This design comes from an exercise in tuning for small area and a short achievable clock period on the open sky130 flow, not from production work. RTL that was checked went through simulation tests only; none was proved equivalent to the original. For run 1, only the layout was checked, not whether the RTL still works. No activity file was given, so power comes from the tool's default toggle rates.

==> flow/design.v <==
module pipecpu(clk, rst, instr, readdata, PC, MemWrite, aluout, writedata);
   input         clk;
   input         rst;
   input  [31:0] instr;
   input  [31:0] readdata;
   output [31:0] PC;
   output        MemWrite;
   output [31:0] aluout;
   output [31:0] writedata;
   localparam OP_ADD = 0, OP_AND = 1, OP_OR = 2, OP_XOR = 3, OP_NOR = 4,
              OP_SLT = 5, OP_SLL = 6, OP_SRL = 7, OP_SRA = 8;
   reg  [31:0] dinst;
   reg         fea, feb;
   reg         fla, flb;
   reg         fxa, fxb;
   reg  [31:0] pcn, bpcr;        
   reg  [31:0] ea, eb, es;       
   reg         ecin;             
   reg  [4:0]  esa;              
   reg  [8:0]  eop;
   reg  [4:0]  ern;
   reg         ewreg, em2reg, ewmem;
   reg  [31:0] malu, mb;
   reg  [4:0]  mrn;
   reg         mwreg, mm2reg, mwmem;
   assign MemWrite = mwmem;
   assign aluout = malu;
   assign writedata = mb;
   wire [5:0] op = dinst[31:26];
   wire [5:0] func = dinst[5:0];
   wire [4:0] rs = dinst[25:21];
   wire [4:0] rt = dinst[20:16];
   wire [4:0] rd = dinst[15:11];
   wire r_type = ~|op;
   wire i_add  = r_type & (func == 6'b100000);
   wire i_sub  = r_type & (func == 6'b100010);
   wire i_and  = r_type & (func == 6'b100100);
   wire i_or   = r_type & (func == 6'b100101);
   wire i_xor  = r_type & (func == 6'b100110);
   wire i_nor  = r_type & (func == 6'b100111);
   wire i_slt  = r_type & (func == 6'b101010);
   wire i_sll  = r_type & (func == 6'b000000);
   wire i_srl  = r_type & (func == 6'b000010);
   wire i_sra  = r_type & (func == 6'b000011);
   wire i_sllv = r_type & (func == 6'b000100);
   wire i_srlv = r_type & (func == 6'b000110);
   wire i_jr   = r_type & (func == 6'b001000);
   wire i_addi = (op == 6'b001000);
   wire i_andi = (op == 6'b001100);
   wire i_ori  = (op == 6'b001101);
   wire i_xori = (op == 6'b001110);
   wire i_lui  = (op == 6'b001111);
   wire i_lw   = (op == 6'b100011);
   wire i_sw   = (op == 6'b101011);
   wire i_beq  = (op == 6'b000100);
   wire i_bne  = (op == 6'b000101);
   wire i_j    = (op == 6'b000010);
   wire i_jal  = (op == 6'b000011);
   wire i_rs = i_add | i_sub | i_and | i_or | i_xor | i_jr | i_addi | i_andi | i_ori | i_xori |
               i_lw | i_sw | i_beq | i_bne | i_nor | i_slt | i_sllv | i_srlv;
   wire i_rt = i_add | i_sub | i_and | i_or | i_xor | i_sll | i_sllv | i_srl | i_srlv | i_sra |
               i_sw | i_beq | i_bne | i_nor | i_slt;
   wire wreg = i_add | i_sub | i_and | i_or | i_xor | i_sll | i_sllv | i_srlv | i_nor | i_slt |
               i_srl | i_sra | i_addi | i_andi | i_ori | i_xori | i_lw | i_lui | i_jal;
   wire regrt  = i_addi | i_andi | i_ori | i_xori | i_lw | i_lui;
   wire shift  = i_sll | i_srl | i_sra;
   wire aluimm = i_addi | i_lw | i_sw | i_beq | i_bne | i_lui | i_ori | i_andi | i_xori;
   wire sext   = i_addi | i_lw | i_sw | i_beq | i_bne;
   wire [4:0] rn = i_jal ? 5'd31 : regrt ? rt : rd;
   wire dwreg = wreg & (rn != 5'd0);    
   wire stall = ewreg & em2reg & (i_rs & (ern == rs) | i_rt & (ern == rt));
   reg  [31:0] rf [1:31];
   reg  [31:1] rfv;
   wire [31:0] wdi = mm2reg ? readdata : malu;
   wire [31:1] wsel;
   genvar gi;
   generate
      for (gi = 1; gi < 32; gi = gi + 1) begin : g_rf
         assign wsel[gi] = mwreg & (mrn == gi);
         always @(posedge clk)
            if (wsel[gi]) rf[gi] <= wdi;
      end
   endgenerate
   always @(posedge clk or posedge rst) begin
      if (rst) rfv <= 31'd0;
      else rfv <= rfv | wsel;
   end
   wire [31*16-1:0] rfh [0:1];    
   generate
      for (gi = 1; gi < 32; gi = gi + 1) begin : g_rfq
         assign rfh[0][(gi-1)*16 +: 16] = rf[gi][15:0];
         assign rfh[1][(gi-1)*16 +: 16] = rf[gi][31:16];
      end
   endgenerate
   wire [31:0] qa, qb;
   wire [31:1] nsela, nselb;    
   generate
      for (gi = 0; gi < 2; gi = gi + 1) begin : g_rd
         rf_read rda (.clk(clk), .rst(rst), .nsel(nsela), .d(rfh[gi]), .q(qa[gi*16 +: 16]));
         rf_read rdb (.clk(clk), .rst(rst), .nsel(nselb), .d(rfh[gi]), .q(qb[gi*16 +: 16]));
      end
   endgenerate
   wire [31:0] ealu;
   wire [31:0] ao = ({32{fla}} & readdata) | ({32{fxa}} & malu) | qa;    
   wire [31:0] bo = ({32{flb}} & readdata) | ({32{fxb}} & malu) | qb;    
   wire [31:0] a = ({32{fea}} & ealu) | ao;
   wire [31:0] b = ({32{feb}} & ealu) | bo;
   wire [31:0] ninst = stall ? dinst : instr;
   wire [4:0]  nrs = ninst[25:21];
   wire [4:0]  nrt = ninst[20:16];
   wire [31:1] nvalid = rfv | wsel;
   wire efwd = ~stall & dwreg & ~i_lw;
   wire nfea = efwd & (rn == nrs);
   wire nfeb = efwd & (rn == nrt);
   wire nfma = ewreg & (ern == nrs) & ~nfea;
   wire nfmb = ewreg & (ern == nrt) & ~nfeb;
   generate
      for (gi = 1; gi < 32; gi = gi + 1) begin : g_sel
         assign nsela[gi] = (nrs == gi) & nvalid[gi] & ~nfea & ~nfma;
         assign nselb[gi] = (nrt == gi) & nvalid[gi] & ~nfeb & ~nfmb;
      end
   endgenerate
   always @(posedge clk or posedge rst) begin
      if (rst) begin
         fea <= 1'b0;
         feb <= 1'b0;
         fla <= 1'b0;
         flb <= 1'b0;
         fxa <= 1'b0;
         fxb <= 1'b0;
      end else begin
         fea <= nfea;
         feb <= nfeb;
         fla <= nfma & em2reg;
         flb <= nfmb & em2reg;
         fxa <= nfma & ~em2reg;
         fxb <= nfmb & ~em2reg;
      end
   end
   wire [31:0] ep = ea ^ eb;
   wire [31:0] eg = ea & eb;
   wire [31:0] sum;
   wire        slt;
   alu_add add (.a(ea), .b(eb), .cin(ecin), .sum(sum), .slt(slt));
   wire [31:0] ealu_ls;
   wire [31:0] ealu_lss = ealu_ls | {31'd0, eop[OP_SLT] & slt};
   wire ntaken;
   br_eq beq_unit (.ao(ao), .bo(bo), .p(ep), .g(eg), .ecin(ecin), .els(ealu_lss),
                   .m_same(fea & feb), .m_n(~fea & ~feb),
                   .m_adda(feb & ~fea & eop[OP_ADD]), .m_addb(fea & ~feb & eop[OP_ADD]),
                   .m_lsa(feb & ~fea & ~eop[OP_ADD]), .m_lsb(fea & ~feb & ~eop[OP_ADD]),
                   .beq(i_beq & ~stall), .bne(i_bne & ~stall), .taken(ntaken));
   wire [31:0] imm = {{16{sext & dinst[15]}}, dinst[15:0]};
   wire [31:0] bpc = pcn + {{14{dinst[15]}}, dinst[15:0], 2'b00};
   wire [31:0] jpc = {pcn[31:28], dinst[25:0], 2'b00};
   wire [31:0] pci;       
   wire [31:0] pc4 = pci + 32'd4;
   wire [31:0] npc = stall ? pci : i_jr ? a : (i_j | i_jal) ? jpc : pc4;
   always @(posedge clk or posedge rst) begin
      if (rst) pcn <= 32'd0;
      else pcn <= npc;
   end
   generate
      for (gi = 0; gi < 8; gi = gi + 1) begin : g_pc
         pc_sel #(4) psel (.clk(clk), .rst(rst), .ntaken(ntaken), .bpc(bpcr[gi*4 +: 4]),
                           .pcn(pcn[gi*4 +: 4]), .pc(PC[gi*4 +: 4]));
      end
      for (gi = 0; gi < 2; gi = gi + 1) begin : g_pci
         pc_sel #(16) isel (.clk(clk), .rst(rst), .ntaken(ntaken), .bpc(bpcr[gi*16 +: 16]),
                            .pcn(pcn[gi*16 +: 16]), .pc(pci[gi*16 +: 16]));
      end
   endgenerate
   always @(posedge clk) bpcr <= bpc;
   always @(posedge clk or posedge rst) begin
      if (rst) dinst <= 32'd0;
      else if (!stall) dinst <= instr;
   end
   wire dsub = i_sub | i_beq | i_bne | i_slt;
   wire [8:0] dop;
   assign dop[OP_ADD] = i_add | i_addi | i_lw | i_sw | i_jal | i_sub | i_beq | i_bne;
   assign dop[OP_AND] = i_and | i_andi;
   assign dop[OP_OR]  = ~(dop[OP_ADD] | i_and | i_andi | i_xor | i_xori | i_nor | i_slt |
                          i_sll | i_sllv | i_srl | i_srlv | i_sra);
   assign dop[OP_XOR] = i_xor | i_xori;
   assign dop[OP_NOR] = i_nor;
   assign dop[OP_SLT] = i_slt;
   assign dop[OP_SLL] = i_sll | i_sllv;
   assign dop[OP_SRL] = i_srl | i_srlv;
   assign dop[OP_SRA] = i_sra;
   wire [31:0] da = i_jal ? pcn : i_lui ? 32'd0 :
                    shift ? {a[31:5], dinst[10:6]} : a;
   wire [31:0] db0 = i_jal ? 32'd4 : i_lui ? {dinst[15:0], 16'd0} :
                     aluimm ? imm : (dop[OP_OR] & ~i_or) ? 32'd0 : b;
   wire [31:0] db = dsub ? ~db0 : db0;
   always @(posedge clk) begin
      ea <= da;
      eb <= db;
      es <= b;
      ecin <= dsub;
      esa <= (i_sll ? ~dinst[10:6] : 5'd0) | ((i_srl | i_sra) ? dinst[10:6] : 5'd0) |
             (i_sllv ? ~a[4:0] : 5'd0) | (i_srlv ? a[4:0] : 5'd0);
      ern <= rn;
   end
   always @(posedge clk or posedge rst) begin
      if (rst) begin
         eop <= 9'd0;
         ewreg <= 1'b0;
         em2reg <= 1'b0;
         ewmem <= 1'b0;
      end else begin
         eop <= dop;
         ewreg <= dwreg & ~stall;
         em2reg <= i_lw;
         ewmem <= i_sw & ~stall;
      end
   end
   alu_ls ls (.p(ep), .g(eg), .s(es), .sa(esa), .op(eop[8:1]), .y(ealu_ls));
   assign ealu = ({32{eop[OP_ADD]}} & sum) | ealu_lss;
   always @(posedge clk or posedge rst) begin
      if (rst) begin
         malu <= 32'd0;
         mwreg <= 1'b0;
         mm2reg <= 1'b0;
         mwmem <= 1'b0;
      end else begin
         malu <= ealu;
         mwreg <= ewreg;
         mm2reg <= em2reg;
         mwmem <= ewmem;
      end
   end
   always @(posedge clk) begin
      mb <= es;
      mrn <= ern;
   end
endmodule
module rf_read(clk, rst, nsel, d, q);
   input              clk, rst;
   input  [31:1]      nsel;
   input  [31*16-1:0] d;
   output reg [15:0]  q;
   reg [31:1] sel;
   always @(posedge clk or posedge rst) begin
      if (rst) sel <= 31'd0;
      else sel <= nsel;
   end
   integer k;
   always @(*) begin
      q = 16'd0;
      for (k = 1; k < 32; k = k + 1)
         q = q | (d[(k-1)*16 +: 16] & {16{sel[k]}});
   end
endmodule
module alu_add(a, b, cin, sum, slt);
   input  [31:0] a, b;
   input         cin;
   output [31:0] sum;
   output        slt;
   wire [32:0] sum1 = {a, 1'b1} + {b, cin};
   assign sum = sum1[32:1];
   assign slt = (a[31] ^ ~b[31]) ? a[31] : sum[31];
endmodule
module alu_ls(p, g, s, sa, op, y);
   input  [31:0] p, g, s;       
   input  [4:0]  sa;
   input  [7:0]  op;
   output [31:0] y;
   wire left = op[5];
   wire [31:0] r0 = left  ? {s[0],     s[31:1]}  : s;
   wire [31:0] r1 = sa[0] ? {r0[0],    r0[31:1]} : r0;
   wire [31:0] r2 = sa[1] ? {r1[1:0],  r1[31:2]} : r1;
   wire [31:0] r3 = sa[2] ? {r2[3:0],  r2[31:4]} : r2;
   wire [31:0] r4 = sa[3] ? {r3[7:0],  r3[31:8]} : r3;
   wire [31:0] r5 = sa[4] ? {r4[15:0], r4[31:16]} : r4;
   wire [31:0] t;
   genvar i;
   generate
      for (i = 0; i < 32; i = i + 1) begin : g_t
         if (i == 0) assign t[i] = 1'b0;
         else assign t[i] = (sa >= 32 - i);
      end
   endgenerate
   wire fill = op[7] & s[31];
   wire [31:0] m = left ? ~{1'b1, t[31:1]} : t;
   wire [31:0] sh = (r5 & ~m) | ({32{fill}} & m);
   assign y = ({32{op[0]}} & g) |
              ({32{op[1]}} & (p | g)) |
              ({32{op[2]}} & p) |
              ({32{op[3]}} & ~(p | g)) |
              ({32{op[5] | op[6] | op[7]}} & sh);
endmodule
module br_eq(ao, bo, p, g, ecin, els, m_same, m_n, m_adda, m_addb, m_lsa, m_lsb, beq, bne, taken);
   input  [31:0] ao, bo, p, g, els;
   input         ecin, m_same, m_n, m_adda, m_addb, m_lsa, m_lsb, beq, bne;
   output        taken;
   wire [31:0] c0 = {g[30:0] | p[30:0], ecin};
   wire [31:0] c1 = {g[30:0], ecin};
   wire [31:0] am1 = {ao[30:0], 1'b0};
   wire [31:0] bm1 = {bo[30:0], 1'b0};
   wire [31:0] cin_a, cin_b;
   genvar i;
   generate
      for (i = 0; i < 32; i = i + 1) begin : g_c
         assign cin_a[i] = am1[i] ? c1[i] : c0[i];
         assign cin_b[i] = bm1[i] ? c1[i] : c0[i];
      end
   endgenerate
   wire eq_adda = &(~(ao ^ p ^ cin_a));
   wire eq_addb = &(~(bo ^ p ^ cin_b));
   wire eq_lsa = &(~(els ^ ao));
   wire eq_lsb = &(~(els ^ bo));
   wire eq_n = &(~(ao ^ bo));
   wire eq = m_same | (m_n & eq_n) | (m_adda & eq_adda) | (m_addb & eq_addb) |
             (m_lsa & eq_lsa) | (m_lsb & eq_lsb);
   assign taken = beq & eq | bne & ~eq;
endmodule
module pc_sel(clk, rst, ntaken, bpc, pcn, pc);
   parameter W = 8;
   input          clk, rst, ntaken;
   input  [W-1:0] bpc, pcn;
   output [W-1:0] pc;
   reg taken;
   always @(posedge clk or posedge rst) begin
      if (rst) taken <= 1'b0;
      else taken <= ntaken;
   end
   assign pc = taken ? bpc : pcn;
endmodule
==> flow/flow/run.sh <==
#!/bin/bash
# The standard layout, with timing repair aiming well below the clock
# period (the SDC is unchanged), plain buffers on the ports, and without the
# slow two-stage OR / AND cells (the platform's don't-use cells stay
# don't-use).
set -euo pipefail
DONT_USE="sky130_fd_sc_hd__probe_p_8 sky130_fd_sc_hd__probec_p_8 sky130_fd_sc_hd__lpflow_bleeder_1 sky130_fd_sc_hd__lpflow_clkbufkapwr_1 sky130_fd_sc_hd__lpflow_clkbufkapwr_16 sky130_fd_sc_hd__lpflow_clkbufkapwr_2 sky130_fd_sc_hd__lpflow_clkbufkapwr_4 sky130_fd_sc_hd__lpflow_clkbufkapwr_8 sky130_fd_sc_hd__lpflow_clkinvkapwr_1 sky130_fd_sc_hd__lpflow_clkinvkapwr_16 sky130_fd_sc_hd__lpflow_clkinvkapwr_2 sky130_fd_sc_hd__lpflow_clkinvkapwr_4 sky130_fd_sc_hd__lpflow_clkinvkapwr_8 sky130_fd_sc_hd__lpflow_decapkapwr_12 sky130_fd_sc_hd__lpflow_decapkapwr_3 sky130_fd_sc_hd__lpflow_decapkapwr_4 sky130_fd_sc_hd__lpflow_decapkapwr_6 sky130_fd_sc_hd__lpflow_decapkapwr_8 sky130_fd_sc_hd__lpflow_inputiso0n_1 sky130_fd_sc_hd__lpflow_inputiso0p_1 sky130_fd_sc_hd__lpflow_inputiso1n_1 sky130_fd_sc_hd__lpflow_inputiso1p_1 sky130_fd_sc_hd__lpflow_inputisolatch_1 sky130_fd_sc_hd__lpflow_isobufsrc_1 sky130_fd_sc_hd__lpflow_isobufsrc_16 sky130_fd_sc_hd__lpflow_isobufsrc_2 sky130_fd_sc_hd__lpflow_isobufsrc_4 sky130_fd_sc_hd__lpflow_isobufsrc_8 sky130_fd_sc_hd__lpflow_isobufsrckapwr_16 sky130_fd_sc_hd__lpflow_lsbuf_lh_hl_isowell_tap_1 sky130_fd_sc_hd__lpflow_lsbuf_lh_hl_isowell_tap_2 sky130_fd_sc_hd__lpflow_lsbuf_lh_hl_isowell_tap_4 sky130_fd_sc_hd__lpflow_lsbuf_lh_isowell_4 sky130_fd_sc_hd__lpflow_lsbuf_lh_isowell_tap_1 sky130_fd_sc_hd__lpflow_lsbuf_lh_isowell_tap_2 sky130_fd_sc_hd__lpflow_lsbuf_lh_isowell_tap_4 sky130_fd_sc_hd__a2111o_1 sky130_fd_sc_hd__a2111o_2 sky130_fd_sc_hd__a2111o_4 sky130_fd_sc_hd__and4_1 sky130_fd_sc_hd__and4_2 sky130_fd_sc_hd__and4_4 sky130_fd_sc_hd__and4b_1 sky130_fd_sc_hd__and4b_2 sky130_fd_sc_hd__and4b_4 sky130_fd_sc_hd__and4bb_1 sky130_fd_sc_hd__and4bb_2 sky130_fd_sc_hd__and4bb_4 sky130_fd_sc_hd__o2111a_1 sky130_fd_sc_hd__o2111a_2 sky130_fd_sc_hd__o2111a_4 sky130_fd_sc_hd__or3_1 sky130_fd_sc_hd__or3_2 sky130_fd_sc_hd__or3_4 sky130_fd_sc_hd__or3b_1 sky130_fd_sc_hd__or3b_2 sky130_fd_sc_hd__or3b_4 sky130_fd_sc_hd__or4_1 sky130_fd_sc_hd__or4_2 sky130_fd_sc_hd__or4_4 sky130_fd_sc_hd__or4b_1 sky130_fd_sc_hd__or4b_2 sky130_fd_sc_hd__or4b_4 sky130_fd_sc_hd__or4bb_1 sky130_fd_sc_hd__or4bb_2 sky130_fd_sc_hd__or4bb_4 "
bash standard.sh SETUP_SLACK_MARGIN=8.5 "BUFFER_PORTS_ARGS=-buffer_cell sky130_fd_sc_hd__buf_4" "DONT_USE_CELLS=$DONT_USE" finish > standard_flow.log 2>&1
==> flow/standard.sh <==
#!/bin/bash
# synth_recipe.tcl (not shown) runs the flow's synth.tcl, then flattens the netlist and writes it again
# the make line also repeats each setting of config.mk as NAME=value (left out here)
make -C /OpenROAD-flow-scripts/flow DESIGN_CONFIG=/design/flow/config.mk WORK_HOME=/design/flow/orfs CLKGATE_MAP_FILE= SYNTH_SCRIPT=/design/flow/synth_recipe.tcl "${@:-finish}"
==> flow/config.mk <==
export PLATFORM = sky130hd
export DESIGN_NAME = pipecpu
export DESIGN_NICKNAME = pipecpu
export VERILOG_FILES = /design/flow/design.v
export SDC_FILE = /design/flow/constraint.sdc
export NUM_CORES = 8
export LEC_CHECK = 0
export CAP_MARGIN = 20
export CORE_MARGIN = 2
export CORE_UTILIZATION = 50
export CTS_CLUSTER_DIAMETER = 85
export CTS_CLUSTER_SIZE = 25
export PLACE_DENSITY = 0.75
export SLEW_MARGIN = 20
export SYNTH_HIERARCHICAL = 1
==> flow/constraint.sdc <==
create_clock -name core_clock -period 12.5 [get_ports {clk}]
set_input_delay 2.5000 -clock core_clock [delete_from_list [all_inputs] [get_ports {clk}]]
set_output_delay 2.5000 -clock core_clock [all_outputs]
set_load 0.01 [all_outputs]
==> key figures, run 1 <==
Timing
  – Peak Freq: about 220 MHz
  – Final period util: between 30% and 40%
  – Final WS setup: roughly 7.9 ns
  – Max Clock Skew: between 0.04 and 0.05 ns
  – Setup TNS: 0 ns
  – Final hold slack: 0.3745 ns
  – RSZ-0062 raised after global routing: true
  – Final setup viols: 0
  – Slew margin rel.: a little under a fifth
  – Min Tclk post-route: between 4 and 5 ns
  – Final Max Tran Viols: 0
  – Worst Max-Slew Pin Slew: roughly 1.2 ns
  – Final hold viol count: 0

Route
  – Post-Route WL: 280300 µm
  – First-pass DRT Iterations: 9
  – Vias: about 57000
  – Routed Antenna Nets: 0
  – DR vias/cell: 7.400
  – DRC: 0
  – Routed length per instance: roughly 36 µm
  – Starting DRT DRC Count: around 11000

Logic synthesis
  – Synth warn: 12
  – Post-Synthesis Cells: just under 6000
  – Post-synth cell types: 110
  – Syn Area/Cell: between 10 and 15 µm²
  – Register area share after synthesis: a little under three fifths
  – Main synth FF type: edfxtp_1
  – Post-synth EDFFs: around 1000
  – Asr flop ratio synth: roughly a fifth
  – Mapped Area: 0.07088 mm²
  – Synth Net Count: between 6000 and 7000
  – #FFs+latches synth: 1450

Power
  – Leakage: around 0.027 µW
  – Combinational share of power: 23.0%
  – Power Dens Cells: about 140 mW/mm²
  – Reg power frac: about half
  – Switching Fraction: 31.47%
  – Internal power: 7616 µW
  – Clk pwr share: between 20 and 30%
  – Peak supply drop: around 0.13 mV
  – NetSw: about 3500 µW

GRT
  – Pin count of the biggest net entering global routing: 67
  – GRT Residual Overflow: 0
  – Initial antenna violation count: 7
  – Vias in the first global route: 53343
  – Total GRT Usage: a little under two fifths
  – First-pass GRT wire length: approximately 400000 µm

Place
  – Placed cell count: about 7600
  – GPL Wtd Cong: 1.112
  – Placement Setup Slack: between 6 and 7 ns
  – DP HPWL: 189500 µm
  – I/O Buffers: 162
  – Placed Area: 0.07346 mm²

Floorplanning
  – Starting Density: 50.25%
  – Die area: between 0.1 and 0.15 mm²
  – Core ar.: between 0.1 and 0.15 mm²
  – Die Ht: ~380 µm
  – Cell Rows: ~140
  – Num ports: around 160
  – Die Width: between 300 and 400 µm

Finish
  – Fin cells: between 7000 and 8000
  – Nets@finish: slightly below 6000
  – Fillers: approximately 11000
  – Layout cell share with drive strength beyond 1: 17.38%
  – Area Overhead vs Synth: 9.862%
  – Fin area: a little under 0.08 mm²

Clocking
  – Clk sinks: 1450
  – H-tree depth: 3
  – CTS clk-pin slew, worst paths: ~0.10 ns
  – CTS root buf: clkbuf_16
  – Inserted Clock Buffers: 73
  – CTS tree: yes
  – Clock Latency Late Sink: roughly 0.75 ns
  – Max Root-Sink Buffers: 3

Critical path
  – Critical path launch point type: flip-flop
  – Critical Path RT: ~13 ns
  – Worst Reg-to-Reg Cells: 12
  – RR Endpoint: g_pc[0].psel.taken
  – CP endpoint kind: flip-flop
  – Worst EP arrival: approximately 5.3 ns
  – R2R setup slack: between 7 and 8 ns
  – Critical-path maximum fanout: 16
  – R2r startpoint: g_rd[0].rdb.sel[12]
  – Crit Path Class: flip-flop to flip-flop

Min path
  – Worst Hold Path Cells: 0
  – Hold Path Origin: ewmem
  – WHS Endpoint: mwmem
  – Hold/Removal Path Class: flip-flop to flip-flop

Job
  – Maximum Capacitance Violations: 0

Status
  – Status: finished clean
[cell usage after synthesis, types with 16 or more instances]
cell type    n  area (µm²)
mux2_2      97        1092
o21ai_0    194       970.9
a221oi_1    99       867.1
nor4_1      57       356.6
a21oi_1    258        1291
and3_1      88       550.5
a221o_1     65       650.6
xnor2_1    223        1953
mux2i_1     25       250.2
and2_1      26       162.7
clkbuf_1   250       938.4
dfrtp_1    282        7057
edfxtp_1   992       29790
buf_1       21       78.83
inv_1      164       615.6
o22ai_1     23       143.9
a22o_2      24       240.2
o21bai_1    18       135.1
nor2b_1     39       244.0
a31oi_1     16       100.1
a22o_1     106       928.4
nand2_1    286        1074
o21a_1      32       240.2
buf_2      107       535.5
buf_6       19       214.0
a221oi_2    41       615.6
nor3_1      88       440.4
o32ai_1     21       183.9
dfxtp_1    176        3523
nor2_1     292        1096
mux4_2      46        1036
nand4_1    243        1520
nor4b_1     20       175.2
a22oi_1    678        5090
nand3_1     80       400.4
ha_1        93        1164
a21o_1      53       397.9
nand2b_1    32       200.2
o211ai_1    38       285.3
mux2_4      20       300.3
xor2_1      63       551.8
a222oi_1    69       690.7
[worst max-delay path by stage]
stage,startpoint,to,cells after the start
floorplan,readdata[7],g_pc[0].psel.taken,9
global route,g_rd[1].rdb.sel[6],g_pc[0].psel.taken,14
detailed placement,readdata[5],g_pc[4].psel.taken,10
CTS,esa[0],g_pc[0].psel.taken,16
global placement,readdata[5],g_pc[0].psel.taken,10
finish,g_rd[0].rdb.sel[12],g_pc[0].psel.taken,12
[sequential cells by signal, indices dropped and copies added (netlist names), 9 cells and up]
register,count
rf,992
g_rd.rda.sel,62
g_rd.rdb.sel,62
bpcr,32
dinst,32
ea,32
eb,32
es,32
malu,32
mb,32
pcn,32
rfv,31
eop,9
[metal layers]
metal	vias to the layer above	share of wire [%]	global-route usage, %
li1	23143	-	-
met1	28051	34	47.24
met2	5078	44	56.35
met3	1095	13	9.779
met4	10	8.8	25.62
met5	-	0.022	0
[through the flow]
stage / utilization (%) / power [µW]
3_3_place_gp: 52.07 / 8058
5_1_grt: 55.20 / 11380
3_5_place_dp: 52.07 / 8090
6_report: 55.20 / 11110
4_1_cts: 54.74 / 10930
2_1_floorplan: - / 7143
[final cells by class]
| class | instances | area, µm² | area share (%) |
|---|---|---|---|
| sequential | 1450 | 40470 | 51.97 |
| multi-input combinational | 3801 | 29420 | 37.78 |
| timing repair buffer | 304 | 2658 | 3.413 |
| tap | 1890 | 2365 | 3.037 |
| clock buffer | 118 | 2058 | 2.643 |
| inverter | 172 | 655.6 | 0.8419 |
| clock inverter | 17 | 241.5 | 0.3101 |
| timing repair inverter | 1 | 5.005 | 0.006427 |
| antenna | 1 | 2.502 | 0.003213 |
[critical path, cell delays in order (launching register included)]
cell	delay [ns]
dfrtp_2	0.64
a22oi_1	0.26
nand4_1	0.17
nor2_1	0.41
nand4_1	0.48
a221o_1	0.60
xnor2_1	0.56
nand4_1	0.39
nor4_2	0.32
nor4_2	0.09
o311ai_4	0.07
buf_6	0.17
mux2_4	0.34
[power groups by stage]
stage | clock, µW | combinational [µW] | sequential [µW]
2_1_floorplan | 0 | 1450 | 5690
3_3_place_gp | 0 | 2230 | 5830
3_5_place_dp | 0 | 2260 | 5830
4_1_cts | 2800 | 2400 | 5730
5_1_grt | 2960 | 2660 | 5760
6_report | 2810 | 2550 | 5750
[what timing repair did]
item / in CTS / in global routing
pin swaps: 36 / 32
gates cloned: 8 / 2
gates resized for setup: 263 / 138
hold buffers: 0 / 0
buffers inserted: 32 / 12
endpoints found under the setup margin: 296 / 225
[modules after synthesis, one instance, submodules excluded, excerpt]
module / times used / cells / flip-flops and latches / cell area [µm²]
br_eq: 1 / 481 / 0 / 3327
alu_add: 1 / 268 / 0 / 1854
pipecpu: 1 / 2835 / 1316 / 46100
rf_read: 4 / 411 / 31 / 3525
alu_ls: 1 / 526 / 0 / 4362
[layout by cell type (no fill, tap or decap), drive strengths merged, types with 65 or more instances in the layout]
cell    netlist  layout
and3         88      88
buf         164     302
edfxtp      992     992
a22oi       678     678
nor3         88      88
nand4       243     243
ha           93      93
a21oi       262     262
o21ai       208     208
a222oi       69      69
clkbuf      258     118
nand3        80      80
xnor2       224     224
a221oi      140     140
nor2        297     297
dfrtp       282     282
inv         171     180
nand2       287     289
dfxtp       176     176
mux2        119     120
a221o        65      65
a22o        130     130
[cells by family after synthesis]
group	share of synthesized area, %
adders and majority gates	1.726
and+or+nand+nor	9.384
AOI/OAI and AO/OA	20.26
DFF	56.95
xor gates and xnor gates	3.557
muxes	4.381
buffers and inverters	3.746
==> run 2: changes to the inputs <==
--- a/flow/design.v
+++ b/flow/design.v
@@ -145,10 +145,10 @@
    wire [31:0] ealu_ls;
    wire [31:0] ealu_lss = ealu_ls | {31'd0, eop[OP_SLT] & slt};
    wire ntaken;
+   wire fe1 = fea ^ feb;
    br_eq beq_unit (.ao(ao), .bo(bo), .p(ep), .g(eg), .ecin(ecin), .els(ealu_lss),
-                   .m_same(fea & feb), .m_n(~fea & ~feb),
-                   .m_adda(feb & ~fea & eop[OP_ADD]), .m_addb(fea & ~feb & eop[OP_ADD]),
-                   .m_lsa(feb & ~fea & ~eop[OP_ADD]), .m_lsb(fea & ~feb & ~eop[OP_ADD]),
+                   .m_same(fea & feb), .m_n(~fea & ~feb), .m_add(fe1 & eop[OP_ADD]),
+                   .m_ls(fe1 & ~eop[OP_ADD]),
                    .beq(i_beq & ~stall), .bne(i_bne & ~stall), .taken(ntaken));
    wire [31:0] imm = {{16{sext & dinst[15]}}, dinst[15:0]};
    wire [31:0] bpc = pcn + {{14{dinst[15]}}, dinst[15:0], 2'b00};
@@ -161,13 +161,11 @@
       else pcn <= npc;
    end
    generate
-      for (gi = 0; gi < 8; gi = gi + 1) begin : g_pc
-         pc_sel #(4) psel (.clk(clk), .rst(rst), .ntaken(ntaken), .bpc(bpcr[gi*4 +: 4]),
-                           .pcn(pcn[gi*4 +: 4]), .pc(PC[gi*4 +: 4]));
-      end
-      for (gi = 0; gi < 2; gi = gi + 1) begin : g_pci
-         pc_sel #(16) isel (.clk(clk), .rst(rst), .ntaken(ntaken), .bpc(bpcr[gi*16 +: 16]),
-                            .pcn(pcn[gi*16 +: 16]), .pc(pci[gi*16 +: 16]));
+      for (gi = 0; gi < 4; gi = gi + 1) begin : g_pc
+         pc_sel psel (.clk(clk), .rst(rst), .ntaken(ntaken), .bpc(bpcr[gi*8 +: 8]),
+                      .pcn(pcn[gi*8 +: 8]), .pc(PC[gi*8 +: 8]));
+         pc_sel isel (.clk(clk), .rst(rst), .ntaken(ntaken), .bpc(bpcr[gi*8 +: 8]),
+                      .pcn(pcn[gi*8 +: 8]), .pc(pci[gi*8 +: 8]));
       end
    endgenerate
    always @(posedge clk) bpcr <= bpc;
@@ -289,36 +287,31 @@
               ({32{op[3]}} & ~(p | g)) |
               ({32{op[5] | op[6] | op[7]}} & sh);
 endmodule
-module br_eq(ao, bo, p, g, ecin, els, m_same, m_n, m_adda, m_addb, m_lsa, m_lsb, beq, bne, taken);
+module br_eq(ao, bo, p, g, ecin, els, m_same, m_n, m_add, m_ls, beq, bne, taken);
    input  [31:0] ao, bo, p, g, els;
-   input         ecin, m_same, m_n, m_adda, m_addb, m_lsa, m_lsb, beq, bne;
+   input         ecin, m_same, m_n, m_add, m_ls, beq, bne;
    output        taken;
+   wire [31:0] x = ao | bo;
    wire [31:0] c0 = {g[30:0] | p[30:0], ecin};
    wire [31:0] c1 = {g[30:0], ecin};
-   wire [31:0] am1 = {ao[30:0], 1'b0};
-   wire [31:0] bm1 = {bo[30:0], 1'b0};
-   wire [31:0] cin_a, cin_b;
+   wire [31:0] xm1 = {x[30:0], 1'b0};
+   wire [31:0] cin_i;
    genvar i;
    generate
       for (i = 0; i < 32; i = i + 1) begin : g_c
-         assign cin_a[i] = am1[i] ? c1[i] : c0[i];
-         assign cin_b[i] = bm1[i] ? c1[i] : c0[i];
+         assign cin_i[i] = xm1[i] ? c1[i] : c0[i];
       end
    endgenerate
-   wire eq_adda = &(~(ao ^ p ^ cin_a));
-   wire eq_addb = &(~(bo ^ p ^ cin_b));
-   wire eq_lsa = &(~(els ^ ao));
-   wire eq_lsb = &(~(els ^ bo));
+   wire eq_add = &(~(x ^ p ^ cin_i));
+   wire eq_ls = &(~(els ^ x));
    wire eq_n = &(~(ao ^ bo));
-   wire eq = m_same | (m_n & eq_n) | (m_adda & eq_adda) | (m_addb & eq_addb) |
-             (m_lsa & eq_lsa) | (m_lsb & eq_lsb);
+   wire eq = m_same | (m_n & eq_n) | (m_add & eq_add) | (m_ls & eq_ls);
    assign taken = beq & eq | bne & ~eq;
 endmodule
 module pc_sel(clk, rst, ntaken, bpc, pcn, pc);
-   parameter W = 8;
-   input          clk, rst, ntaken;
-   input  [W-1:0] bpc, pcn;
-   output [W-1:0] pc;
+   input        clk, rst, ntaken;
+   input  [7:0] bpc, pcn;
+   output [7:0] pc;
    reg taken;
    always @(posedge clk or posedge rst) begin
       if (rst) taken <= 1'b0;
==> flow/flow/run.sh (replaced) <==
#!/bin/bash
# The standard layout, with timing repair aiming well below the clock
# period (the SDC is unchanged), plain buffers on the ports, and without the
# slow two-stage OR / AND / MUX cells (the platform's don't-use cells stay
# don't-use).
set -euo pipefail
DONT_USE="sky130_fd_sc_hd__probe_p_8 sky130_fd_sc_hd__probec_p_8 sky130_fd_sc_hd__lpflow_bleeder_1 sky130_fd_sc_hd__lpflow_clkbufkapwr_1 sky130_fd_sc_hd__lpflow_clkbufkapwr_16 sky130_fd_sc_hd__lpflow_clkbufkapwr_2 sky130_fd_sc_hd__lpflow_clkbufkapwr_4 sky130_fd_sc_hd__lpflow_clkbufkapwr_8 sky130_fd_sc_hd__lpflow_clkinvkapwr_1 sky130_fd_sc_hd__lpflow_clkinvkapwr_16 sky130_fd_sc_hd__lpflow_clkinvkapwr_2 sky130_fd_sc_hd__lpflow_clkinvkapwr_4 sky130_fd_sc_hd__lpflow_clkinvkapwr_8 sky130_fd_sc_hd__lpflow_decapkapwr_12 sky130_fd_sc_hd__lpflow_decapkapwr_3 sky130_fd_sc_hd__lpflow_decapkapwr_4 sky130_fd_sc_hd__lpflow_decapkapwr_6 sky130_fd_sc_hd__lpflow_decapkapwr_8 sky130_fd_sc_hd__lpflow_inputiso0n_1 sky130_fd_sc_hd__lpflow_inputiso0p_1 sky130_fd_sc_hd__lpflow_inputiso1n_1 sky130_fd_sc_hd__lpflow_inputiso1p_1 sky130_fd_sc_hd__lpflow_inputisolatch_1 sky130_fd_sc_hd__lpflow_isobufsrc_1 sky130_fd_sc_hd__lpflow_isobufsrc_16 sky130_fd_sc_hd__lpflow_isobufsrc_2 sky130_fd_sc_hd__lpflow_isobufsrc_4 sky130_fd_sc_hd__lpflow_isobufsrc_8 sky130_fd_sc_hd__lpflow_isobufsrckapwr_16 sky130_fd_sc_hd__lpflow_lsbuf_lh_hl_isowell_tap_1 sky130_fd_sc_hd__lpflow_lsbuf_lh_hl_isowell_tap_2 sky130_fd_sc_hd__lpflow_lsbuf_lh_hl_isowell_tap_4 sky130_fd_sc_hd__lpflow_lsbuf_lh_isowell_4 sky130_fd_sc_hd__lpflow_lsbuf_lh_isowell_tap_1 sky130_fd_sc_hd__lpflow_lsbuf_lh_isowell_tap_2 sky130_fd_sc_hd__lpflow_lsbuf_lh_isowell_tap_4 sky130_fd_sc_hd__a2111o_1 sky130_fd_sc_hd__a2111o_2 sky130_fd_sc_hd__a2111o_4 sky130_fd_sc_hd__and4_1 sky130_fd_sc_hd__and4_2 sky130_fd_sc_hd__and4_4 sky130_fd_sc_hd__and4b_1 sky130_fd_sc_hd__and4b_2 sky130_fd_sc_hd__and4b_4 sky130_fd_sc_hd__and4bb_1 sky130_fd_sc_hd__and4bb_2 sky130_fd_sc_hd__and4bb_4 sky130_fd_sc_hd__o2111a_1 sky130_fd_sc_hd__o2111a_2 sky130_fd_sc_hd__o2111a_4 sky130_fd_sc_hd__or3_1 sky130_fd_sc_hd__or3_2 sky130_fd_sc_hd__or3_4 sky130_fd_sc_hd__or3b_1 sky130_fd_sc_hd__or3b_2 sky130_fd_sc_hd__or3b_4 sky130_fd_sc_hd__or4_1 sky130_fd_sc_hd__or4_2 sky130_fd_sc_hd__or4_4 sky130_fd_sc_hd__or4b_1 sky130_fd_sc_hd__or4b_2 sky130_fd_sc_hd__or4b_4 sky130_fd_sc_hd__or4bb_1 sky130_fd_sc_hd__or4bb_2 sky130_fd_sc_hd__or4bb_4  sky130_fd_sc_hd__mux2_1 sky130_fd_sc_hd__mux2_2 sky130_fd_sc_hd__mux2_4 sky130_fd_sc_hd__mux2_8"
bash standard.sh SETUP_SLACK_MARGIN=8.5 "BUFFER_PORTS_ARGS=-buffer_cell sky130_fd_sc_hd__buf_4" "DONT_USE_CELLS=$DONT_USE" finish > standard_flow.log 2>&1
--- a/flow/config.mk
+++ b/flow/config.mk
@@ -8,8 +8,8 @@
 export CAP_MARGIN = 20
 export CORE_MARGIN = 2
 export CORE_UTILIZATION = 50
-export CTS_CLUSTER_DIAMETER = 85
-export CTS_CLUSTER_SIZE = 25
+export CTS_CLUSTER_DIAMETER = 70
+export CTS_CLUSTER_SIZE = 20
 export PLACE_DENSITY = 0.75
 export SLEW_MARGIN = 20
 export SYNTH_HIERARCHICAL = 1
==> run 2 against run 1 <==
Net effect: worst setup slack better by 0.32 ns; register-to-register slack better by 0.32 ns; non-clock buffer count up 97; total power up 4.7%; critical path depth up 3; cell area up 2.2%; first-iteration DRC count down 2.5%; via count down 0.73%; utilization up 2.0 points; flip-flop and latch count down 2; global-route usage up 1.3 points; combinational power about the same; critical path type unchanged.
==> key figures, run 2 <==
Logic synthesis
  – Synth Net Count: 6067 (+1.0%)
  – Asr flop ratio synth: 19.34% (-0.11 points)
  – Area leader, netlist: edfxtp_1
  – Synth area leaders: edfxtp_1, dfrtp_1, a22oi_1, dfxtp_1, ha_1
  – Synth top area share: 42.73% (+0.70 points)
  – Post-Synthesis Cells: 5871 (+0.50%)
  – Leading cell types by count after synthesis: edfxtp_1, a22oi_1, nand2_1
  – Leading cell type by number of instances after synthesis: edfxtp_1
  – Register area share after synthesis: 57.83% (+0.88 points)
  – Post-synthesis xor/xnor area fraction: 2.523% (-1.0 points)
  – #FFs+latches synth: 1448 (-0.14%)
  – Post-synth EDFFs: 992 (unchanged)
  – Mapped Area: 0.06971 mm² (-1.6%)
  – Compound-Gate Fraction of Synth Area: 20.85% (+0.59 points)
  – Post-synth cell types: 105 (-4.5%)
  – Main synth FF type: edfxtp_1
  – Simple-gate share of the synthesized area: 9.469% (+0.086 points)
  – Post-synthesis mux area share: 2.527% (-1.9 points)
  – Synth warn: 11 (-1)
  – Adder-cell share of the synthesized area: 2.365% (+0.64 points)
  – Syn Area/Cell: 11.87 µm² (-2.1%)
  – Largest family of logic cells by synthesized area: compound AO/OA/AOI/OAI gates

Power
  – Switching Fraction: 31.64% (+0.18 points)
  – Reg power frac: 49.4% (-2.3 points)
  – Leakage: 0.02810 µW (+3.9%)
  – Peak supply drop: 0.1391 mV (+5.0%)
  – Clk pwr share: 28.6% (+3.3 points)
  – NetSw: 3680 µW (+5.3%)
  – Power Dens Cells: 146.2 mW/mm² (+2.4%)
  – Combinational share of power: 22.0% (-1.0 points)
  – Internal power: 7950 µW (+4.4%)

Timing
  – Worst Max-Slew Pin Slew: 1.107 ns (-0.1011 ns)
  – Final Max Tran Viols: 0 (unchanged)
  – Final setup viols: 0 (unchanged)
  – Slew margin rel.: 26.19% (+7.1 points)
  – Final hold viol count: 0 (unchanged)
  – Peak Freq: 231.1 MHz (+7.4%)
  – Final period util: 34.62% (-2.6 points)
  – RSZ-0062 raised after global routing: true
  – Max Clock Skew: 0.07120 ns (+0.02155 ns)
  – Min Tclk post-route: 4.327 ns (-0.3209 ns)
  – Setup TNS: 0 ns (unchanged)

Critical path
  – RR Endpoint: g_pc[3].psel.taken
  – Critical Path RT: 13.15 ns (+0.03 ns)
  – Worst EP arrival: 4.97 ns (-0.30 ns)
  – CP endpoint kind: flip-flop
  – Worst path slowest cell: dfrtp_4
  – Critical-path cell list: buf_4 -> a22oi_1 -> nand4_1 -> nor2_1 -> nand4_1 -> a221o_1 -> inv_1 -> ha_4 -> a21oi_1 -> xnor2_1 -> nor4_2 -> nand2_1 -> nor4_4 -> a31oi_4 -> mux2i_4
  – Setup crit end: g_pc[3].psel.taken
  – R2r startpoint: g_rd[0].rdb.sel[23]
  – R2R setup slack: 8.17 ns (+0.32 ns)
  – Crit Path Class: flip-flop to flip-flop
  – Critical path launch point type: flip-flop
  – Setup crit start: g_rd[0].rdb.sel[23]
  – Crit path largest cell delay: 0.57 ns (-0.07 ns)
  – Critical-path maximum fanout: 8 (-8)
  – Cell repeated most along the worst path: nand4_1
  – Worst Reg-to-Reg Cells: 15 (+3)

Route
  – DRC: 0 (unchanged)
  – Routed length per instance: 36.14 µm (about the same)
  – DR vias/cell: 7.206 (-2.6%)
  – Vias: 56960 (-0.73%)
  – Routed Antenna Nets: 0 (unchanged)
  – Starting DRT DRC Count: 10789 (-2.5%)
  – Post-Route WL: 285700 µm (+1.9%)
  – First-pass DRT Iterations: 9 (unchanged)

Clocking
  – H-tree depth: 3 (unchanged)
  – CTS clk-pin slew, worst paths: 0.09 ns (about the same)
  – CTS tree: yes
  – Inserted Clock Buffers: 97 (+33%)
  – # hold bufs at CTS: 0 (unchanged)
  – CTS root buf: clkbuf_16
  – Clock Latency Late Sink: 0.79 ns (+0.04 ns)
  – Clk sinks: 1448 (-0.14%)
  – Max Root-Sink Buffers: 3 (unchanged)

GRT
  – Total GRT Usage: 38.70% (+1.3 points)
  – GRT Residual Overflow: 0 (unchanged)
  – Vias in the first global route: 52661 (-1.3%)
  – First-pass GRT wire length: 391600 µm (about the same)
  – Pin count of the biggest net entering global routing: 71 (+6.0%)
  – Initial antenna violation count: 30 (+23)

Floorplanning
  – Core ar.: 0.1390 mm² (-1.5%)
  – Num ports: 163 (unchanged)
  – Die Width: 377.4 µm (-0.82%)
  – Die Ht: 377.4 µm (-0.82%)
  – Die area: 0.1424 mm² (-1.6%)
  – Starting Density: 50.15% (-0.099 points)
  – Cell Rows: 137 (-0.72%)

Finish
  – Area Overhead vs Synth: 14.13%
  – Max FFs per register: 992 (unchanged)
  – Fillers: 11097 (-3.5%)
  – Most common cell after layout, fill and taps aside: edfxtp_1
  – Utilization after layout: 57.23% (+2.0 points)
  – Sequential Area: 0.04052 mm² (+0.13%)
  – Most frequent cells in the layout: edfxtp_1, a22oi_1, nand2_1, buf_4, inv_1
  – Nets@finish: 6141 (+3.0%)
  – Fin area: 0.07957 mm² (+2.2%)
  – Multi-input gate area: 0.02890 mm² (-1.7%)
  – Biggest regs: rf: 992 flops, g_rd.rda.sel: 62 flops, g_rd.rdb.sel: 62 flops
  – Layout cell share with drive strength beyond 1: 20.22% (+2.8 points)
  – Largest reg by FF count: rf

Min path
  – Hold/Removal Path Class: flip-flop to flip-flop

Place
  – GPL Wtd Cong: 1.050 (-5.6%)
  – DP HPWL: 194200 µm (+2.5%)
  – Placed Area: 0.07306 mm² (-0.54%)
  – I/O Buffers: 162 (unchanged)

Status
  – Status: finished clean

Job
  – Maximum Capacitance Violations: 0 (unchanged)
run 2: changes by cell type in the layout (fill, tap and decap cells not counted), sizes merged, moves of 98 or more:
cell / change
mux2: -120
buf: +98
inv: +99
xnor2: -113
nand2: +116
o21ai: +108
run 2: layout make-up:
class	instances	area share [%]
Sequential cell	1448	50.93
Timing Repair Buffer	401	4.497
Timing Repair inverter	1	0.006290
Clock buffer	126	3.280
Tap cell	1876	2.950
Inverter	272	1.313
Antenna cell	14	0.04403
Multi-Input combinational cell	3724	36.33
Clock inverter	43	0.6526
run 2: power groups by stage:
stage | logic, µW | registers, µW | clock network [µW]
detailed placement | 2200 | 5820 | 0
CTS | 2370 | 5720 | 3320
global route | 2670 | 5750 | 3490
finish | 2560 | 5750 | 3330
global placement | 2180 | 5820 | 0
floorplan | 1310 | 5710 | 0
run 2: worst min path at each step:
| stage | from | endpoint | depth (start not counted) |
|---|---|---|---|
| finish | ewmem | mwmem | 0 |
| global route | ewmem | mwmem | 0 |
| CTS | ewmem | mwmem | 0 |
| detailed placement | ewmem | mwmem | 0 |
| global placement | ewmem | mwmem | 0 |
| floorplan | ern[1] | mrn[1] | 0 |
run 2: logic make-up after synthesis:
| family | after synthesis |
|---|---|
| compound gates | 1962 |
| flops | 1448 |
| xor+xnor | 200 |
| simple gates | 1315 |
| buf+inv | 700 |
| mux | 116 |
| fa+ha+maj | 130 |
run 2: layer usage:
metal / vias to the layer above / GRT usage (%) / part of all wire (%)
met5: - / 0 / 0.067
met2: 4831 / 56.79 / 43
met3: 1000 / 12.89 / 15
met4: 30 / 25.24 / 7.9
met1: 27887 / 48.95 / 35
li1: 23212 / - / -
run 2: timing repair:
item                                    CTS  global route
gates resized for setup                 389           206
cloned                                    3             2
pin swaps                                52            74
hold endpoints to repair                  0             0
endpoints found under the setup margin  277           203
setup buffers                            35            78
run 2: per-module statistics from Yosys, one instance, submodules excluded:
| module | flip-flops and latches | cells inside | times used | cell area (µm²) |
|---|---|---|---|---|
| pipecpu | 1316 | 2910 | 1 | 46460 |
| pc_sel | 1 | 27 | 8 | 140.1 |
| br_eq | 0 | 285 | 1 | 2024 |
| rf_read | 31 | 411 | 4 | 3525 |
| alu_add | 0 | 269 | 1 | 1852 |
| alu_ls | 0 | 547 | 1 | 4160 |
run 2: stage by stage:
| step | hold WS, ns | setup slack [ns] | total power [µW] | cells |
|---|---|---|---|---|
| after floorplan | 0.3258 | 8.139 | 7024 | 5871 |
| after global placement | 0.3381 | 7.133 | 8002 | 7602 |
| after detailed placement | 0.3441 | 7.089 | 8026 | 7603 |
| after CTS | 0.3582 | 8.218 | 11420 | 7810 |
| after global routing | 0.3631 | 8.198 | 11910 | 7894 |
| final | 0.3601 | 8.173 | 11630 | 7905 |
run 2: worst max-delay path, delay by kind of cell, from the launching register on:
family	cells	cell delay [ns]
muxes	1	0.34
and+or+nand+nor	6	1.78
DFF	1	0.57
AOI/OAI and AO/OA	4	0.89
buffers and inverters	2	0.31
adders and majority gates	1	0.16
xor gates and xnor gates	1	0.15
==> run 3: changes to the inputs <==
--- a/flow/design.v
+++ b/flow/design.v
@@ -161,11 +161,13 @@
       else pcn <= npc;
    end
    generate
-      for (gi = 0; gi < 4; gi = gi + 1) begin : g_pc
-         pc_sel psel (.clk(clk), .rst(rst), .ntaken(ntaken), .bpc(bpcr[gi*8 +: 8]),
-                      .pcn(pcn[gi*8 +: 8]), .pc(PC[gi*8 +: 8]));
-         pc_sel isel (.clk(clk), .rst(rst), .ntaken(ntaken), .bpc(bpcr[gi*8 +: 8]),
-                      .pcn(pcn[gi*8 +: 8]), .pc(pci[gi*8 +: 8]));
+      for (gi = 0; gi < 8; gi = gi + 1) begin : g_pc
+         pc_sel psel (.clk(clk), .rst(rst), .ntaken(ntaken), .bpc(bpcr[gi*4 +: 4]),
+                      .pcn(pcn[gi*4 +: 4]), .pc(PC[gi*4 +: 4]));
+      end
+      for (gi = 0; gi < 2; gi = gi + 1) begin : g_pci
+         pci_sel isel (.clk(clk), .rst(rst), .ntaken(ntaken), .bpc(bpcr[gi*16 +: 16]),
+                       .pcn(pcn[gi*16 +: 16]), .pc(pci[gi*16 +: 16]));
       end
    endgenerate
    always @(posedge clk) bpcr <= bpc;
@@ -310,8 +312,19 @@
 endmodule
 module pc_sel(clk, rst, ntaken, bpc, pcn, pc);
    input        clk, rst, ntaken;
-   input  [7:0] bpc, pcn;
-   output [7:0] pc;
+   input  [3:0] bpc, pcn;
+   output [3:0] pc;
+   reg taken;
+   always @(posedge clk or posedge rst) begin
+      if (rst) taken <= 1'b0;
+      else taken <= ntaken;
+   end
+   assign pc = taken ? bpc : pcn;
+endmodule
+module pci_sel(clk, rst, ntaken, bpc, pcn, pc);
+   input         clk, rst, ntaken;
+   input  [15:0] bpc, pcn;
+   output [15:0] pc;
    reg taken;
    always @(posedge clk or posedge rst) begin
       if (rst) taken <= 1'b0;
==> flow/flow/run.sh (replaced) <==
#!/bin/bash
# The standard layout, with:
# - synthesis: the standard flow's own synthesis script, with a delay-driven ABC script
#   (strash; dch; map -D; buffer; upsize; dnsize) for the final technology
#   mapping in place of ORFS's abc_speed.script; registers are untouched;
# - timing repair aiming well below the clock period (the SDC is unchanged);
# - plain buffers on the ports.
set -euo pipefail
W=$(pwd)
cat > "$W/synth_abc.tcl" <<EOT
proc abc {args} {
   set rest {}
   set skip 0
   foreach a \$args {
      if {\$skip} { set skip 0; continue }
      if {\$a eq "-script"} { set skip 1; continue }
      lappend rest \$a
   }
   yosys abc -script "+strash;dch;map,-D,1100;buffer;upsize,-D,1100;dnsize,-D,1100" {*}\$rest
}
source $W/synth_recipe.tcl
EOT
bash standard.sh "SYNTH_SCRIPT=$W/synth_abc.tcl" SETUP_SLACK_MARGIN=8.5 "BUFFER_PORTS_ARGS=-buffer_cell sky130_fd_sc_hd__buf_4" finish > standard_flow.log 2>&1
--- a/flow/config.mk
+++ b/flow/config.mk
@@ -8,8 +8,8 @@
 export CAP_MARGIN = 20
 export CORE_MARGIN = 2
 export CORE_UTILIZATION = 50
-export CTS_CLUSTER_DIAMETER = 70
-export CTS_CLUSTER_SIZE = 20
+export CTS_CLUSTER_DIAMETER = 85
+export CTS_CLUSTER_SIZE = 25
 export PLACE_DENSITY = 0.75
 export SLEW_MARGIN = 20
 export SYNTH_HIERARCHICAL = 1
==> run 3 against run 2 <==
Net effect: die area is 0.37% lower; clock power fell by 13%; global-route usage is 0.93 points lower; still clean on timing, DRC and antenna; cell area fell by 2.4%; worst setup slack better by 0.12 ns.
==> key figures, run 3 <==
Min path
  – Hold/Removal Path Class: flip-flop to flip-flop
  – Worst Hold Path Cells: 0 (unchanged)

Timing
  – Final period util: 33.64% (-0.98 points)
  – Final Max Tran Viols: 0 (unchanged)
  – Final setup viols: 0 (unchanged)
  – Final hold viol count: 0 (unchanged)
  – Min Tclk post-route: 4.204 ns (-0.1228 ns)
  – Max Clock Skew: 0.06484 ns (-0.006360 ns)
  – Setup TNS: 0 ns (unchanged)
  – Peak Freq: 237.8 MHz (+2.9%)
  – Slew margin rel.: 29.88% (+3.7 points)
  – RSZ-0062 raised after global routing: true
  – Worst Max-Slew Pin Slew: 1.051 ns (-0.05650 ns)

Logic synthesis
  – Area leader, netlist: edfxtp_1
  – Synth top area share: 42.89% (+0.16 points)
  – Syn Area/Cell: 11.24 µm² (-5.3%)
  – Post-synth EDFFs: 992 (unchanged)
  – Synth Net Count: 6375 (+5.1%)
  – Register area share after synthesis: 58.13% (+0.29 points)
  – Synth warn: 12 (+1)
  – Main synth FF type: edfxtp_1
  – Post-synth cell types: 85 (-19%)
  – #FFs+latches synth: 1450 (+0.14%)
  – Leading cell type by number of instances after synthesis: edfxtp_1
  – Leading cell types by count after synthesis: edfxtp_1, a22oi_1, nand2_1
  – Mapped Area: 0.06945 mm² (-0.38%)
  – Post-Synthesis Cells: 6179 (+5.2%)
  – Asr flop ratio synth: 19.45% (+0.11 points)
  – Synth area leaders: edfxtp_1, a22oi_1, dfrtp_1, dfxtp_1, nand2_1

Finish
  – Most frequent cells in the layout: edfxtp_1, a22oi_1, nand2_1, nand4_1, inv_1
  – Biggest regs: rf: 992 flops, g_rd.rda.sel: 62 flops, g_rd.rdb.sel: 62 flops
  – Fin area: 0.07769 mm² (-2.4%)
  – Fillers: 11251 (+1.4%)
  – Largest reg by FF count: rf
  – Nets@finish: 6459 (+5.2%)
  – Sequential Area: 0.04057 mm² (+0.11%)
  – Multi-input gate area: 0.02842 mm² (-1.7%)
  – Area Overhead vs Synth: 11.86%
  – Utilization after layout: 56.44% (-0.80 points)
  – Fin cells: 8139 (+3.0%)
  – Most common cell after layout, fill and taps aside: edfxtp_1
  – Max FFs per register: 992 (unchanged)
  – Layout cell share with drive strength beyond 1: 15.46% (-4.8 points)

Clocking
  – Inserted Clock Buffers: 76 (-22%)
  – CTS root buf: clkbuf_16
  – Clock Latency Late Sink: 0.75 ns (-0.04 ns)
  – Clk sinks: 1450 (+0.14%)
  – CTS tree: yes
  – H-tree depth: 3 (unchanged)
  – # hold bufs at CTS: 0 (unchanged)
  – Max Root-Sink Buffers: 3 (unchanged)
  – CTS clk-pin slew, worst paths: 0.10 ns (about the same)

Floorplanning
  – Core ar.: 0.1377 mm² (-0.97%)
  – Die Width: 376.7 µm (-0.19%)
  – Die area: 0.1419 mm² (-0.37%)
  – Starting Density: 50.45% (+0.30 points)
  – Num ports: 163 (unchanged)
  – Cell Rows: 136 (-0.73%)
  – Die Ht: 376.7 µm (-0.19%)

Critical path
  – Top delay family on crit path: flip-flops
  – Crit path largest cell delay: 0.49 ns (-0.08 ns)
  – R2R setup slack: 8.38 ns (+0.21 ns)
  – Worst EP arrival: 1.70 ns (-3.27 ns)
  – Critical-path cell list: mux2_4 -> buf_6
  – Worst Reg-to-Reg Cells: 14 (-1)
  – Critical-path maximum fanout: 4 (-4)
  – Critical path launch point type: flip-flop
  – Crit Path Class: flip-flop to output port
  – CP endpoint kind: output port
  – Critical Path RT: 10.00 ns (-3.15 ns)
  – Buf+Inv Stages, Crit Path: 1 (-1)
  – Worst path slowest cell: dfrtp_2
  – Crit. path cell count: 2 (-13)

GRT
  – Total GRT Usage: 37.77% (-0.93 points)
  – First-pass GRT wire length: 387900 µm (-0.94%)
  – GRT Residual Overflow: 0 (unchanged)
  – Pin count of the biggest net entering global routing: 73 (+2.8%)
  – Initial antenna violation count: 18 (-40%)
  – Vias in the first global route: 54215 (+3.0%)

Place
  – DP HPWL: 193300 µm (-0.46%)
  – GPL Wtd Cong: 1.088 (+3.6%)
  – I/O Buffers: 162 (unchanged)
  – Placed Area: 0.07265 mm² (-0.56%)
  – Placed cell count: 7916 (+4.1%)

Route
  – Post-Route WL: 277800 µm (-2.7%)
  – DR vias/cell: 7.223 (+0.25%)
  – First-pass DRT Iterations: 9 (unchanged)
  – Routed Antenna Nets: 0 (unchanged)
  – Vias: 58790 (+3.2%)
  – Routed length per instance: 34.14 µm (-5.5%)
  – Starting DRT DRC Count: 10499 (-2.7%)
  – DRC: 0 (unchanged)

Power
  – Peak supply drop: 0.1589 mV (+14%)
  – Reg power frac: 51.1% (+1.7 points)
  – Combinational share of power: 23.5% (+1.5 points)
  – Tot Pwr: 11420 µW (-1.8%)
  – Clk pwr share: 25.4% (-3.2 points)
  – NetSw: 3646 µW (-0.93%)
  – Power Dens Cells: 147.0 mW/mm² (+0.58%)
  – Switching Fraction: 31.92% (+0.28 points)
  – Leakage: 0.02817 µW (+0.22%)
  – Internal power: 7775 µW (-2.2%)

Status
  – Status: finished clean

Job
  – Maximum Capacitance Violations: 0 (unchanged)
==> run 3: cell count changes after synthesis, sizes merged, moves of 69 or more <==
cell,before,now
a22oi,681,974
nand2,405,630
nand3,67,213
buf,195,64
a22o,131,16
a221oi,138,31
nand4,219,325
mux2,0,96
and3,92,1
inv,267,346
xnor2,111,42
==> run 3: through the flow <==
step / hold slack [ns] / setup slack (ns)
6_report: 0.3721 / 8.296
4_1_cts: 0.3635 / 8.285
3_5_place_dp: 0.3472 / 7.040
3_3_place_gp: 0.3391 / 7.042
2_1_floorplan: 0.3312 / 8.139
5_1_grt: 0.3775 / 8.253
==> run 3: logic make-up after synthesis <==
family	share of synthesized area, %
AO/OA/AOI/OAI	20.65
XOR/XNOR	1.942
adder cells (fa/ha/maj)	2.374
buffers and inverters	3.672
flip-flops	58.13
multiplexers	1.629
AND/OR/NAND/NOR	11.60
==> run 3: repair_timing <==
item	4_1_cts	5_1_grt
buffers inserted	40	18
cloned	2	3
endpoints found under the setup margin	277	217
resized for setup	386	164
pin swaps	89	41
==> run 3: worst paths after layout <==
kind	startpoint	to
min in group asynchronous	rst	g_pc[2].psel.taken
worst min register to register	ewmem	mwmem
worst max-delay path	g_pc[7].psel.taken	PC[29]
worst min-delay path	ewmem	mwmem
worst max register to register	g_rd[1].rdb.sel[5]	g_pc[0].psel.taken
max in group asynchronous	rst	eop[6]
==> run 3: power by group through the flow <==
stage | registers (µW) | logic [µW] | clock network [µW]
floorplan | 5780 | 1420 | 0
global placement | 5920 | 2250 | 0
detailed placement | 5920 | 2280 | 0
CTS | 5820 | 2510 | 2890
global route | 5850 | 2830 | 3060
finish | 5840 | 2680 | 2900
==> run 3: Yosys stat by module, one instance, submodules excluded <==
module | cell area [µm²] | copies in the design
pc_sel | 73.82 | 8
alu_add | 1780 | 1
br_eq | 1904 | 1
alu_ls | 4190 | 1
pci_sel | 217.7 | 2
rf_read | 3304 | 4
pipecpu | 47330 | 1
==> run 3: cell type report <==
| class | count | area share (%) |
|---|---|---|
| Inverter | 350 | 1.731 |
| Clock inverter | 17 | 0.3688 |
| Sequential cell | 1450 | 52.22 |
| Tap cell | 1794 | 2.889 |
| Timing Repair Buffer | 310 | 3.390 |
| Clock buffer | 124 | 2.760 |
| Multi-Input combinational cell | 4075 | 36.58 |
| Antenna cell | 19 | 0.06120 |
==> run 3: routing by layer <==
layer	routed length, µm	global-route usage (%)	share of wire [%]	vias up
met5	83	0	0.030	-
met2	121700	57.18	44	4994
met1	98550	49.36	35	28599
li1	-	-	-	24302
met3	38560	10.57	14	883
met4	18960	20.20	6.8	12

## static timing again, ports no longer ideal
How much do the figures lean on ideal ports? The routed layouts below were timed once more, with nothing changed but the port constraints. Step 1: set_driving_cell puts a clkbuf_16 on clk and a buf_2 on each other input, an assumption about the parent block. Step 2 times the ports against the registers' clock, not the clock port: input delays grow and output delays shrink by t, the midpoint of the rising clock arrivals with the driver on. Three values: ideal, step 1, step 2; two values: the first two.
run | shift t [ns] | setup slack, ns | latest minus earliest clock arrival (ns) | worst slew at a driven data input, ns
run 1 | 0.798 | 7.852 / 7.852 / 7.148 | 0.050 / 0.050 | 0.14
run 2 | 0.837 | 8.173 / 8.158 / 7.514 | 0.071 / 0.072 | 0.19
run 3 | 0.799 | 8.296 / 8.214 / 7.601 | 0.066 / 0.067 | 0.18
After both steps every run listed still meets setup and hold. The setup slack of run 1, which loses most, moves by 0.000 ns with the drivers and by -0.704 ns with both steps.
